Background: an optimization exercise with open tools, aiming at small area and a short achievable clock period. Do not read the settings as production practice.
RTL that was checked went through simulation tests only; none was proved equivalent to the original.
Power figures rest on the tool's default switching activity, not on a simulated workload.

Design apb_top, start of the top module:
module apb_top #(parameter ADDRESS=8, parameter DATA =8, parameter LOCATION=64)(
input PCLK,PRESETn,transfer,READ_WRITE,
input [ADDRESS-1:0] apb_write_paddr,apb_read_paddr,
input [DATA-1:0] apb_write_data,
output [DATA-1:0] apb_read_data_out);
For scale: about 2100 cells after synthesis, roughly 36 I/O pins.
==> module RAM_slave, before the edit <==
module RAM_slave #(parameter ADDRESS=8, parameter DATA=8, parameter LOCATION=64)(
input PCLK,PRESETn,
input PENABLE,
input PWRITE,
input [ADDRESS-1:0] waddr,
input [ADDRESS-1:0] raddr,
input [DATA-1:0] pwdata,
output reg [DATA-1:0] rdata
);
reg [DATA-1:0] memory [0:63];
reg [7:0] w_row, w_bank;    
reg [DATA-1:0] wr_data_n;   
wire [7:0] w_row_d, w_bank_d;
onehot8 w_row_dec (.en(PENABLE & PWRITE & (waddr < LOCATION)), .a(waddr[2:0]), .y(w_row_d));
dec8 w_bank_dec (.a(waddr[5:3]), .y(w_bank_d));
always @(posedge PCLK or negedge PRESETn)
begin
if(!PRESETn)
w_row<=8'b0;
else
w_row<=w_row_d;
end
always @(posedge PCLK)
begin
w_bank<=w_bank_d;
wr_data_n<=~pwdata;
end
wire rd = PENABLE & ~PWRITE;
wire [7:0] r_row [0:DATA-1];
wire [7:0] r_bank;
onehot8 r_bank_dec (.en(rd & (raddr < LOCATION)), .a(raddr[5:3]), .y(r_bank));
genvar g, b;
generate
for (b=0; b<DATA; b=b+1) begin : rdec
dec8 r_row_dec (.a(raddr[2:0]), .y(r_row[b]));
end
for (g=0; g<64; g=g+1) begin : loc
wire [DATA-1:0] d;
ram_row_next #(.DATA(DATA)) nxt (.bank(w_bank[g/8]), .row(w_row[g%8]), .wd_n(wr_data_n), .q(memory[g]), .d(d));
always @(posedge PCLK or negedge PRESETn)
begin
if(!PRESETn)
memory[g]<='b0;
else
memory[g]<=d;
end
end
for (b=0; b<DATA; b=b+1) begin : rbit
wire [7:0] bank_data;
wire rnext;
for (g=0; g<8; g=g+1) begin : bank
sel8 s (.sel(r_row[b]), .d({memory[8*g+7][b], memory[8*g+6][b], memory[8*g+5][b], memory[8*g+4][b],
                         memory[8*g+3][b], memory[8*g+2][b], memory[8*g+1][b], memory[8*g][b]}),
        .y(bank_data[g]));
end
sel8_hold s (.sel(r_bank), .d(bank_data), .hold(~rd), .q(rdata[b]), .y(rnext));
always @(posedge PCLK or negedge PRESETn)
begin
if(!PRESETn)
rdata[b]<=1'b0;
else
rdata[b]<=rnext;
end
end
endgenerate
endmodule
export LEC_CHECK = 0
export CAP_MARGIN = 20
export CORE_MARGIN = 2
export CORE_UTILIZATION = 40
export PLACE_DENSITY = 0.6
export SETUP_SLACK_MARGIN = 2.8
export SLEW_MARGIN = 20
export SYNTH_HIERARCHICAL = 1
export TNS_END_PERCENT = 10
create_clock -name core_clock -period 5.0 [get_ports {PCLK}]
standard.sh (not shown) runs the stock make flow with config.mk's settings and CLKGATE_MAP_FILE= SYNTH_SCRIPT=/design/flow/synth_recipe.tcl, a recipe that flattens the netlist after the stock synthesis.
==> flow/flow/run.sh <==
#!/bin/bash
# The standard layout (standard.sh, synthesis unchanged) with three changes
# to how the layout is made:
#  - the resizer may pick any size of a cell, not only cells of the same footprint
#  - ports are buffered with buf_2 instead of the delay buffer buffer_ports picks
#  - larger clock-sink clusters and no CTS dummy loads
# Each tool's output stays in orfs/logs/; make's output goes to standard.log.
set -e
bash standard.sh \
  MATCH_CELL_FOOTPRINT=0 \
  "BUFFER_PORTS_ARGS=-buffer_cell sky130_fd_sc_hd__buf_2" \
  "CTS_ARGS=-sink_clustering_enable -repair_clock_nets -sink_clustering_size 30 -sink_clustering_max_diameter 100 -dont_use_dummy_load" \
  finish > standard.log 2>&1
==> next run, changes <==
--- a/flow/design.v
+++ b/flow/design.v
@@ -44,18 +44,18 @@
 always @(posedge PCLK)
 begin
 w_bank<=w_bank_d;
 wr_data_n<=~pwdata;
 end
 wire rd = PENABLE & ~PWRITE;
-wire [7:0] r_row [0:DATA-1];
+wire [7:0] r_row [0:DATA/2-1];
 wire [7:0] r_bank;
 onehot8 r_bank_dec (.en(rd & (raddr < LOCATION)), .a(raddr[5:3]), .y(r_bank));
 genvar g, b;
 generate
-for (b=0; b<DATA; b=b+1) begin : rdec
+for (b=0; b<DATA/2; b=b+1) begin : rdec
 dec8 r_row_dec (.a(raddr[2:0]), .y(r_row[b]));
 end
 for (g=0; g<64; g=g+1) begin : loc
 wire [DATA-1:0] d;
 ram_row_next #(.DATA(DATA)) nxt (.bank(w_bank[g/8]), .row(w_row[g%8]), .wd_n(wr_data_n), .q(memory[g]), .d(d));
 always @(posedge PCLK or negedge PRESETn)
@@ -67,13 +67,13 @@
 end
 end
 for (b=0; b<DATA; b=b+1) begin : rbit
 wire [7:0] bank_data;
 wire rnext;
 for (g=0; g<8; g=g+1) begin : bank
-sel8 s (.sel(r_row[b]), .d({memory[8*g+7][b], memory[8*g+6][b], memory[8*g+5][b], memory[8*g+4][b],
+sel8 s (.sel(r_row[b/2]), .d({memory[8*g+7][b], memory[8*g+6][b], memory[8*g+5][b], memory[8*g+4][b],
                          memory[8*g+3][b], memory[8*g+2][b], memory[8*g+1][b], memory[8*g][b]}),
         .y(bank_data[g]));
 end
 sel8_hold s (.sel(r_bank), .d(bank_data), .hold(~rd), .q(rdata[b]), .y(rnext));
 always @(posedge PCLK or negedge PRESETn)
 begin
Combinational power decreases by 19%.
Worst hold slack loses 0.022 ns.
Critical path depth is lower by 5.
Worst setup slack improved by 0.064 ns.
Die area came out lower by about 1.2%.
Clock-buffer cell count does not change.
Design area drops by 3.9%.
No functional check of the RTL was part of the first run of this note.

========
v6:
The RTL this note starts from:
==> flow/design.v <==
module master_apb (
input PCLK,
input PRESETn,
input transfer,
output reg PENABLE
);
reg setup_q;
always @(posedge PCLK or negedge PRESETn)
begin
if(!PRESETn)
begin
setup_q<=1'b0;
PENABLE<=1'b0;
end
else
begin
setup_q<=transfer&~setup_q;
PENABLE<=setup_q;
end
end
endmodule
module RAM_slave #(parameter ADDRESS=8, parameter DATA=8, parameter LOCATION=64)(
input PCLK,PRESETn,
input PENABLE,
input PWRITE,
input [ADDRESS-1:0] waddr,
input [ADDRESS-1:0] raddr,
input [DATA-1:0] pwdata,
output reg [DATA-1:0] rdata
);
reg [DATA-1:0] memory [0:63];
wire [DATA-1:0] wd_n = ~pwdata;   
wire [7:0] w_row, w_bank;
onehot8 w_row_dec (.en(PENABLE & PWRITE & (waddr < LOCATION)), .a(waddr[2:0]), .y(w_row));
dec8 w_bank_dec (.a(waddr[5:3]), .y(w_bank));
wire rd = PENABLE & ~PWRITE;
wire [7:0] r_row [0:DATA/2-1];
wire [7:0] r_bank;
onehot8 r_bank_dec (.en(rd & (raddr < LOCATION)), .a(raddr[5:3]), .y(r_bank));
genvar g, b;
generate
for (b=0; b<DATA/2; b=b+1) begin : rdec
dec8 r_row_dec (.a(raddr[2:0]), .y(r_row[b]));
end
for (g=0; g<64; g=g+1) begin : loc
wire [DATA-1:0] d;
ram_row_next #(.DATA(DATA)) nxt (.bank(w_bank[g/8]), .row(w_row[g%8]), .wd_n(wd_n), .q(memory[g]), .d(d));
always @(posedge PCLK or negedge PRESETn)
begin
if(!PRESETn)
memory[g]<='b0;
else
memory[g]<=d;
end
end
for (b=0; b<DATA; b=b+1) begin : rbit
wire [7:0] bank_data;
wire rnext;
for (g=0; g<8; g=g+1) begin : bank
sel8 s (.sel(r_row[b/2]), .d({memory[8*g+7][b], memory[8*g+6][b], memory[8*g+5][b], memory[8*g+4][b],
                         memory[8*g+3][b], memory[8*g+2][b], memory[8*g+1][b], memory[8*g][b]}),
        .y(bank_data[g]));
end
sel8_hold s (.sel(r_bank), .d(bank_data), .hold(~rd), .q(rdata[b]), .y(rnext));
always @(posedge PCLK or negedge PRESETn)
begin
if(!PRESETn)
rdata[b]<=1'b0;
else
rdata[b]<=rnext;
end
end
endgenerate
endmodule
module ram_row_next #(parameter DATA=8)(
input bank, row,
input [DATA-1:0] wd_n,
input [DATA-1:0] q,
output [DATA-1:0] d
);
wire nwe = ~(bank & row);
genvar b;
generate
for (b=0; b<DATA; b=b+1) begin : bc
ram_bit_next nxt (.nwe(nwe), .wd_n(wd_n[b]), .q(q[b]), .d(d[b]));
end
endgenerate
endmodule
module ram_bit_next (
input nwe,
input wd_n,
input q,
output d
);
assign d = ~((wd_n | nwe) & ~(q & nwe));
endmodule
module onehot8 (
input en,
input [2:0] a,
output [7:0] y
);
assign y = en ? (8'b1 << a) : 8'b0;
endmodule
module dec8 (
input [2:0] a,
output [7:0] y
);
assign y = 8'b1 << a;
endmodule
module sel8 (
input [7:0] sel,
input [7:0] d,
output y
);
assign y = |(sel & d);
endmodule
module sel8_hold (
input [7:0] sel,
input [7:0] d,
input hold,
input q,
output y
);
assign y = |(sel & d) | (hold & q);
endmodule
module apb_top #(parameter ADDRESS=8, parameter DATA =8, parameter LOCATION=64)(
input PCLK,PRESETn,transfer,READ_WRITE,
input [ADDRESS-1:0] apb_write_paddr,apb_read_paddr,
input [DATA-1:0] apb_write_data,
output [DATA-1:0] apb_read_data_out);
wire PENABLE;
master_apb master(
.PCLK(PCLK),
.PRESETn(PRESETn),
.transfer(transfer),
.PENABLE(PENABLE));
RAM_slave #(.ADDRESS(ADDRESS),.DATA(DATA), .LOCATION(LOCATION)) slave_dut (
.PCLK(PCLK),
.PRESETn(PRESETn),
.PENABLE(PENABLE),
.PWRITE(READ_WRITE),
.waddr(apb_write_paddr),
.raddr(apb_read_paddr),
.pwdata(apb_write_data),
.rdata(apb_read_data_out)
);
endmodule
export LEC_CHECK = 0
export CAP_MARGIN = 20
export CORE_MARGIN = 2
export CORE_UTILIZATION = 40
export PLACE_DENSITY = 0.6
export SETUP_SLACK_MARGIN = 2.8
export SLEW_MARGIN = 20
export SYNTH_HIERARCHICAL = 1
export TNS_END_PERCENT = 10
create_clock -name core_clock -period 5.0 [get_ports {PCLK}]
==> flow/flow/run.sh <==
#!/bin/bash
# The standard layout (standard.sh, synthesis unchanged) with three changes
# to how the layout is made:
#  - the resizer may pick any size of a cell, not only cells of the same footprint
#  - ports are buffered with buf_2 instead of the delay buffer buffer_ports picks
#  - larger clock-sink clusters and no CTS dummy loads
# Each tool's output stays in orfs/logs/; make's output goes to standard.log.
set -e
bash standard.sh \
  MATCH_CELL_FOOTPRINT=0 \
  "BUFFER_PORTS_ARGS=-buffer_cell sky130_fd_sc_hd__buf_2" \
  "CTS_ARGS=-sink_clustering_enable -repair_clock_nets -sink_clustering_size 25 -sink_clustering_max_diameter 100 -dont_use_dummy_load" \
  finish > standard.log 2>&1
--- input diff v6..v7 ---
--- a/flow/design.v
+++ b/flow/design.v
@@ -29,10 +29,23 @@
 output reg [DATA-1:0] rdata
 );
 reg [DATA-1:0] memory [0:63];
-wire [DATA-1:0] wd_n = ~pwdata;   
-wire [7:0] w_row, w_bank;
-onehot8 w_row_dec (.en(PENABLE & PWRITE & (waddr < LOCATION)), .a(waddr[2:0]), .y(w_row));
-dec8 w_bank_dec (.a(waddr[5:3]), .y(w_bank));
+reg [7:0] w_row, w_bank;    
+reg [DATA-1:0] wr_data_n;   
+wire [7:0] w_row_d, w_bank_d;
+onehot8 w_row_dec (.en(PENABLE & PWRITE & (waddr < LOCATION)), .a(waddr[2:0]), .y(w_row_d));
+dec8 w_bank_dec (.a(waddr[5:3]), .y(w_bank_d));
+always @(posedge PCLK or negedge PRESETn)
+begin
+if(!PRESETn)
+w_row<=8'b0;
+else
+w_row<=w_row_d;
+end
+always @(posedge PCLK)
+begin
+w_bank<=w_bank_d;
+wr_data_n<=~pwdata;
+end
 wire rd = PENABLE & ~PWRITE;
 wire [7:0] r_row [0:DATA/2-1];
 wire [7:0] r_bank;
@@ -44,7 +57,7 @@
 end
 for (g=0; g<64; g=g+1) begin : loc
 wire [DATA-1:0] d;
-ram_row_next #(.DATA(DATA)) nxt (.bank(w_bank[g/8]), .row(w_row[g%8]), .wd_n(wd_n), .q(memory[g]), .d(d));
+ram_row_next #(.DATA(DATA)) nxt (.bank(w_bank[g/8]), .row(w_row[g%8]), .wd_n(wr_data_n), .q(memory[g]), .d(d));
 always @(posedge PCLK or negedge PRESETn)
 begin
 if(!PRESETn)
@@ -61,7 +74,9 @@
                          memory[8*g+3][b], memory[8*g+2][b], memory[8*g+1][b], memory[8*g][b]}),
         .y(bank_data[g]));
 end
-sel8_hold s (.sel(r_bank), .d(bank_data), .hold(~rd), .q(rdata[b]), .y(rnext));
+wire rsel;
+sel8 s (.sel(r_bank), .d(bank_data), .y(rsel));
+or_hold h (.a(rsel), .hold(~rd), .q(rdata[b]), .y(rnext));
 always @(posedge PCLK or negedge PRESETn)
 begin
 if(!PRESETn)
@@ -114,14 +129,13 @@
 );
 assign y = |(sel & d);
 endmodule
-module sel8_hold (
-input [7:0] sel,
-input [7:0] d,
+module or_hold (
+input a,
 input hold,
 input q,
 output y
 );
-assign y = |(sel & d) | (hold & q);
+assign y = a | (hold & q);
 endmodule
 module apb_top #(parameter ADDRESS=8, parameter DATA =8, parameter LOCATION=64)(
 input PCLK,PRESETn,transfer,READ_WRITE,
[summary]
Summary: die outline area, v7 worse than v6
| relative max-transition margin | lower: v6 |
[diff] peak supply drop, v7 relative to v6: regression
Compared with v6, in v7 critical path depth climbed 2; via count +70; number of buffers inserted by post-CTS setup repair down 4; number of multi-input combinational cells grew by 6.
On switching power total, the higher figure sits with v7, not v6.
Function was not checked in any run of this note: the RTL went through the layout flow alone.

========
## green
apb_top with an RTL version that a note above also has.
Size in the first run: roughly 2100 cells after synthesis, about 550 flip-flops, about 36 I/O pins, ~0.022 mm² of cells after synthesis.
export LEC_CHECK = 0
export CAP_MARGIN = 20
export CORE_MARGIN = 2
export CORE_UTILIZATION = 40
export PLACE_DENSITY = 0.6
export SETUP_SLACK_MARGIN = 2.8
export SLEW_MARGIN = 20
export SYNTH_HIERARCHICAL = 1
export TNS_END_PERCENT = 10
create_clock -name core_clock -period 5.0 [get_ports {PCLK}]
Scripts as last shown in full above: flow/flow/run.sh
Changes in blue relative to green:
diff --git a/flow/design.v b/flow/design.v
--- a/flow/design.v
+++ b/flow/design.v
@@ -28,32 +28,33 @@
 input [DATA-1:0] pwdata,
 output reg [DATA-1:0] rdata
 );
 reg [DATA-1:0] memory [0:63];
-reg [7:0] w_row, w_bank;    
+reg wr_pend;
+reg [5:0] wr_addr;
 reg [DATA-1:0] wr_data_n;   
-wire [7:0] w_row_d, w_bank_d;
-onehot8 w_row_dec (.en(PENABLE & PWRITE & (waddr < LOCATION)), .a(waddr[2:0]), .y(w_row_d));
-dec8 w_bank_dec (.a(waddr[5:3]), .y(w_bank_d));
 always @(posedge PCLK or negedge PRESETn)
 begin
 if(!PRESETn)
-w_row<=8'b0;
+wr_pend<=1'b0;
 else
-w_row<=w_row_d;
+wr_pend<=PENABLE & PWRITE & (waddr < LOCATION);
 end
 always @(posedge PCLK)
 begin
-w_bank<=w_bank_d;
+wr_addr<=waddr[5:0];
 wr_data_n<=~pwdata;
 end
+wire [7:0] w_row, w_bank;
+onehot8 w_row_dec (.en(wr_pend), .a(wr_addr[2:0]), .y(w_row));
+dec8 w_bank_dec (.a(wr_addr[5:3]), .y(w_bank));
 wire rd = PENABLE & ~PWRITE;
-wire [7:0] r_row [0:DATA-1];
+wire [7:0] r_row [0:DATA/2-1];
 wire [7:0] r_bank;
 onehot8 r_bank_dec (.en(rd & (raddr < LOCATION)), .a(raddr[5:3]), .y(r_bank));
 genvar g, b;
 generate
-for (b=0; b<DATA; b=b+1) begin : rdec
+for (b=0; b<DATA/2; b=b+1) begin : rdec
 dec8 r_row_dec (.a(raddr[2:0]), .y(r_row[b]));
 end
 for (g=0; g<64; g=g+1) begin : loc
 wire [DATA-1:0] d;
@@ -69,9 +70,9 @@
 for (b=0; b<DATA; b=b+1) begin : rbit
 wire [7:0] bank_data;
 wire rnext;
 for (g=0; g<8; g=g+1) begin : bank
-sel8 s (.sel(r_row[b]), .d({memory[8*g+7][b], memory[8*g+6][b], memory[8*g+5][b], memory[8*g+4][b],
+sel8 s (.sel(r_row[b/2]), .d({memory[8*g+7][b], memory[8*g+6][b], memory[8*g+5][b], memory[8*g+4][b],
                          memory[8*g+3][b], memory[8*g+2][b], memory[8*g+1][b], memory[8*g][b]}),
         .y(bank_data[g]));
 end
 sel8_hold s (.sel(r_bank), .d(bank_data), .hold(~rd), .q(rdata[b]), .y(rnext));
Notes after the runs:
STATUS final area: blue wins against green
Summary: with green as the reference, sequential logic power in blue moved down slightly.
Compared blue vs green, and signal arrival time at the worst endpoint is down in blue.
Logic depth of the worst setup path including buffers ended up 1 lower on blue than on green.
Where overall power consumption is concerned, green is outperformed by blue.
blue ended up with a lower layout overhead on the synthesized area than green did.
Function was not checked in any run of this note: the RTL went through the layout flow alone.

## what the ideal ports hide
Ports are ideal in the flow. The routed layouts listed here were re-timed in OpenROAD. Step 1 sets driving cells, clkbuf_16 on the clock port and buf_2 on the other inputs (assumed; they add their load-dependent delay and slew). Step 2, shift: input delay + t, output delay - t, t = (earliest + latest rising clock arrival at the registers) / 2. This alone moves slack from input paths to output paths. Three values: ideal ports, drivers, drivers and shift; two values: the first two.
| run | t, ns | setup slack, ns | latest minus earliest clock arrival (ns) | worst data-port slew with drivers (ns) | pins driven straight from the clock port |
|---|---|---|---|---|---|
| the first run of note 1 | 0.641 | 2.692 / 2.651 / 2.011 | 0.066 / 0.067 | 0.23 | 1 |
| the second run of note 1 | 0.640 | 2.756 / 2.694 / 2.141 | 0.052 / 0.052 | 0.06 | 1 |
| v6 | 0.635 | 2.598 / 2.549 / 1.914 | 0.048 / 0.049 | 0.17 | 1 |
| v7 | 0.624 | 2.735 / 2.699 / 2.116 | 0.092 / 0.092 | 0.06 | 1 |
| green | 0.651 | 2.670 / 2.525 / 1.874 | 0.051 / 0.051 | 0.24 | 1 |
| blue | 0.633 | 2.652 / 2.652 / 2.057 | 0.027 / 0.027 | 0.07 | 1 |
After both steps setup and hold are still met in every run listed. For green, which loses most, drivers alone change the setup slack by -0.145 ns; drivers and shift together by -0.796 ns.
